What follows belongs to an exercise in optimizing a design on an open flow for small area, a short achievable clock period and few clock cycles; a production flow would make more cautious choices. In this exercise RTL edits were held to simulation tests only and were not proved equivalent to the original.

## the reference run
// sha256_reduced
module sha256_reduced (
    input  logic        clk,
    input  logic        rst_n,
    input  logic        enable,
    input  logic [7:0]  data_in,
    input  logic        data_valid,
    input  logic        end_of_file,
    output logic        ready,
    output logic [31:0] hash_out,
    output logic        hash_valid
);
clock: 15.0 ns
lec_check: 0
cap_margin: 20
core_margin: 2
core_utilization: 40
slew_margin: 20
synth_memory_max_bits: 4096
run.sh (not shown) runs the stock make flow with config.mk's settings and CLKGATE_MAP_FILE= SYNTH_SCRIPT=/design/flow/synth_recipe.tcl, a recipe that flattens the netlist after the stock synthesis.
Testbench counts of the reference run, summed over its fixed seeds: cycles 20,631.
Here is what was changed in the inputs of the trial run compared with the reference run.
- swapping 40 for 55 in CORE_UTILIZATION
- putting CTS_CLUSTER_SIZE at 25 where nothing was set
- putting CTS_CLUSTER_DIAMETER at 100 where nothing was set
==> flow/flow/run.sh (new file) <==
#!/bin/bash
# Standard synthesis, then the standard flow's own layout with a larger setup margin for
# timing repair, so that repair keeps working past the constraint's period.
set -euo pipefail
bash standard.sh synth > synth.log 2>&1
bash standard.sh SETUP_SLACK_MARGIN=10.4 TNS_END_PERCENT=100 finish > layout.log 2>&1
==> flow/standard.sh (new file) <==
#!/bin/bash
# synth_recipe.tcl (not shown) runs the flow's synth.tcl, then flattens the netlist and writes it again
# the make line also repeats each setting of config.mk as NAME=value (left out here)
make -C /OpenROAD-flow-scripts/flow DESIGN_CONFIG=/design/flow/config.mk WORK_HOME=/design/flow/orfs CLKGATE_MAP_FILE= SYNTH_SCRIPT=/design/flow/synth_recipe.tcl "${@:-finish}"
removed: flow/run.sh
Notes after the runs:
Number of remaining DRC errors: the trial run vs the reference run identical
The via count of the reference run and that of the trial run are within noise of each other.
The sequential share of layout area of the trial run exceeds that of the reference run by 1.7 points.
On actual transition at the worst max-transition pin, the lower figure sits with the trial run, not the reference run.
Looking at wire length of the first global-routing pass across the reference run and the trial run, the one that comes out higher is the reference run.
The run showing the greater minimum setup slack after placement is the reference run.
Relative to the reference run, clock period minus final worst setup slack has decreased by 1140 ps in the trial run.
Of the two values seen for critical-path cell with the highest stage delay, sky130_fd_sc_hd__dfxtp_1 was produced by the reference run and sky130_fd_sc_hd__fa_2 by the trial run.
Sort the reference run and the trial run by met1 global-route usage, ascending, and the reference run comes first.

Another version of the RTL of sha256_reduced (not shown whole).
Size: roughly 6800 cells after synthesis, ~1700 flip-flops, roughly 47 I/O pins.
clock: 15.0 ns
lec_check: 0
cap_margin: 20
core_margin: 2
core_utilization: 65
cts_buf_list: sky130_fd_sc_hd__clkbuf_8 sky130_fd_sc_hd__clkbuf_16
cts_cluster_diameter: 80
cts_cluster_size: 20
slew_margin: 20
synth_memory_max_bits: 4096
standard.sh (not shown) runs the stock make flow with config.mk's settings and CLKGATE_MAP_FILE= SYNTH_SCRIPT=/design/flow/synth_recipe.tcl, a recipe that flattens the netlist after the stock synthesis.
==> flow/flow/run.sh <==
#!/bin/bash
# Standard synthesis, then the standard flow's own layout with two changes: timing repair
# gets a larger setup margin, so that it keeps working past the constraint's
# period, and the port buffers are plain buffers (sky130_fd_sc_hd__buf_2)
# instead of the delay cells that buffer_ports picks by default.
set -euo pipefail
bash standard.sh synth > synth.log 2>&1
bash standard.sh SETUP_SLACK_MARGIN=10.7 TNS_END_PERCENT=100 \
  "BUFFER_PORTS_ARGS=-buffer_cell sky130_fd_sc_hd__buf_2" finish > layout.log 2>&1
Testbench counts at the start, summed over its fixed seeds: cycles 20,554.
==> next run, changes <==
CORE_UTILIZATION = 70   (was 65)
CTS_BUF_LIST = not set   (was sky130_fd_sc_hd__clkbuf_8 sky130_fd_sc_hd__clkbuf_16)
CTS_CLUSTER_DIAMETER = 100   (was 80)
CTS_CLUSTER_SIZE = 25   (was 20)
Result:
- critical path depth went down by 1
- non-clock buffer count rises by 2
- maximum frequency went down by about 3.3%
- sequential cell count is unchanged
==> next run, changes <==
CORE_UTILIZATION = 65   (was 70)
Outcome:
- critical path depth does not change
- clock-buffer cell count is lower by 2
- worst setup slack gains 0.17 ns
- clock skew is lower by 0.0052 ns
- wire length is lower by 1.9%
- global-route usage is lower by 3.4 points
- via count is lower by 2.0%
- synthesized cell count stays the same

Another version of the RTL of sha256_reduced (not shown whole).
Size in the first run: roughly 6800 cells after synthesis, ~1700 flip-flops, about 47 I/O pins, ~74000 µm² of cells after synthesis.
export LEC_CHECK = 0
export CAP_MARGIN = 20
export CORE_MARGIN = 2
export CORE_UTILIZATION = 65
export CTS_CLUSTER_DIAMETER = 100
export CTS_CLUSTER_SIZE = 25
export SLEW_MARGIN = 20
export SYNTH_MEMORY_MAX_BITS = 4096
create_clock -name core_clock -period 15.0 [get_ports {clk}]
==> flow/flow/run.sh <==
#!/bin/bash
# Standard synthesis, then the standard flow's own layout with two changes: timing repair
# gets a larger setup margin, so that it keeps working past the constraint's
# period, and the port buffers are plain buffers (sky130_fd_sc_hd__buf_2)
# instead of the delay cells that buffer_ports picks by default.
set -euo pipefail
bash standard.sh synth > synth.log 2>&1
bash standard.sh SETUP_SLACK_MARGIN=10.6 TNS_END_PERCENT=100 \
  "BUFFER_PORTS_ARGS=-buffer_cell sky130_fd_sc_hd__buf_2" finish > layout.log 2>&1
The baseline completed without violations.
Testbench counts at the start, summed over its fixed seeds: cycles 20,365.
Edit:
--- a/flow/flow/run.sh
+++ b/flow/flow/run.sh
@@ -6,4 +6,4 @@
 set -euo pipefail
 bash standard.sh synth > synth.log 2>&1
-bash standard.sh SETUP_SLACK_MARGIN=10.6 TNS_END_PERCENT=100 \
+bash standard.sh SETUP_SLACK_MARGIN=10.7 TNS_END_PERCENT=100 \
   "BUFFER_PORTS_ARGS=-buffer_cell sky130_fd_sc_hd__buf_2" finish > layout.log 2>&1
- CORE_UTILIZATION: 65 -> 57
The changed run completed with no timing, DRC or antenna violations.
Global-route usage decreases by 3.2 points.
Wire length increases by 3.5%.
Die area increases by 14%.
Hold slack got worse by 0.0048 ns.
Core utilization decreases by 8.7 points.
Cell area increases by 0.70%.
Edit:
- CORE_UTILIZATION: 57 -> 62
The changed run went through all stages and came out clean.
Sequential share of layout area decreases by 0.18 points.
First-iteration DRC count fell by a little under a tenth.
Utilization went up by 6.0 points.
Fmax drops slightly.

==> separate check: timing with driven ports <==
No port has a modelled driver above. Below, the same layouts with a new extraction and two added sets of constraints. Step 1 sets driving cells, clkbuf_16 on the clock port and buf_2 on the other inputs (assumed; they add their load-dependent delay and slew). Step 2 also shifts input and output timing later by t, the mid clock arrival at the registers, as if the neighbouring blocks saw the same clock. a / b / c = ideal / step 1 / step 2; a / b = the first two.
run	t (ns)	setup WS [ns]	worst setup path at the end	cell pins on the clock port's net
the reference run	0.902	9.250 / 9.250 / 9.250	register to register	1
the trial run	0.798	10.393 / 10.374 / 10.393	register to register	1
the first run of note 2	0.799	10.649 / 10.649 / 10.649	register to register	1
the second run of note 2	0.762	10.503 / 10.503 / 10.503	register to register	1
the third run of note 2	0.780	10.675 / 10.643 / 10.675	register to register	1
the first run of note 3	0.778	10.555 / 10.545 / 10.555	register to register	1
the second run of note 3	0.782	10.604 / 10.592 / 10.604	register to register	1
the third run of note 3	0.770	10.591 / 10.575 / 10.591	register to register	1
After both steps every run listed still meets setup and hold.
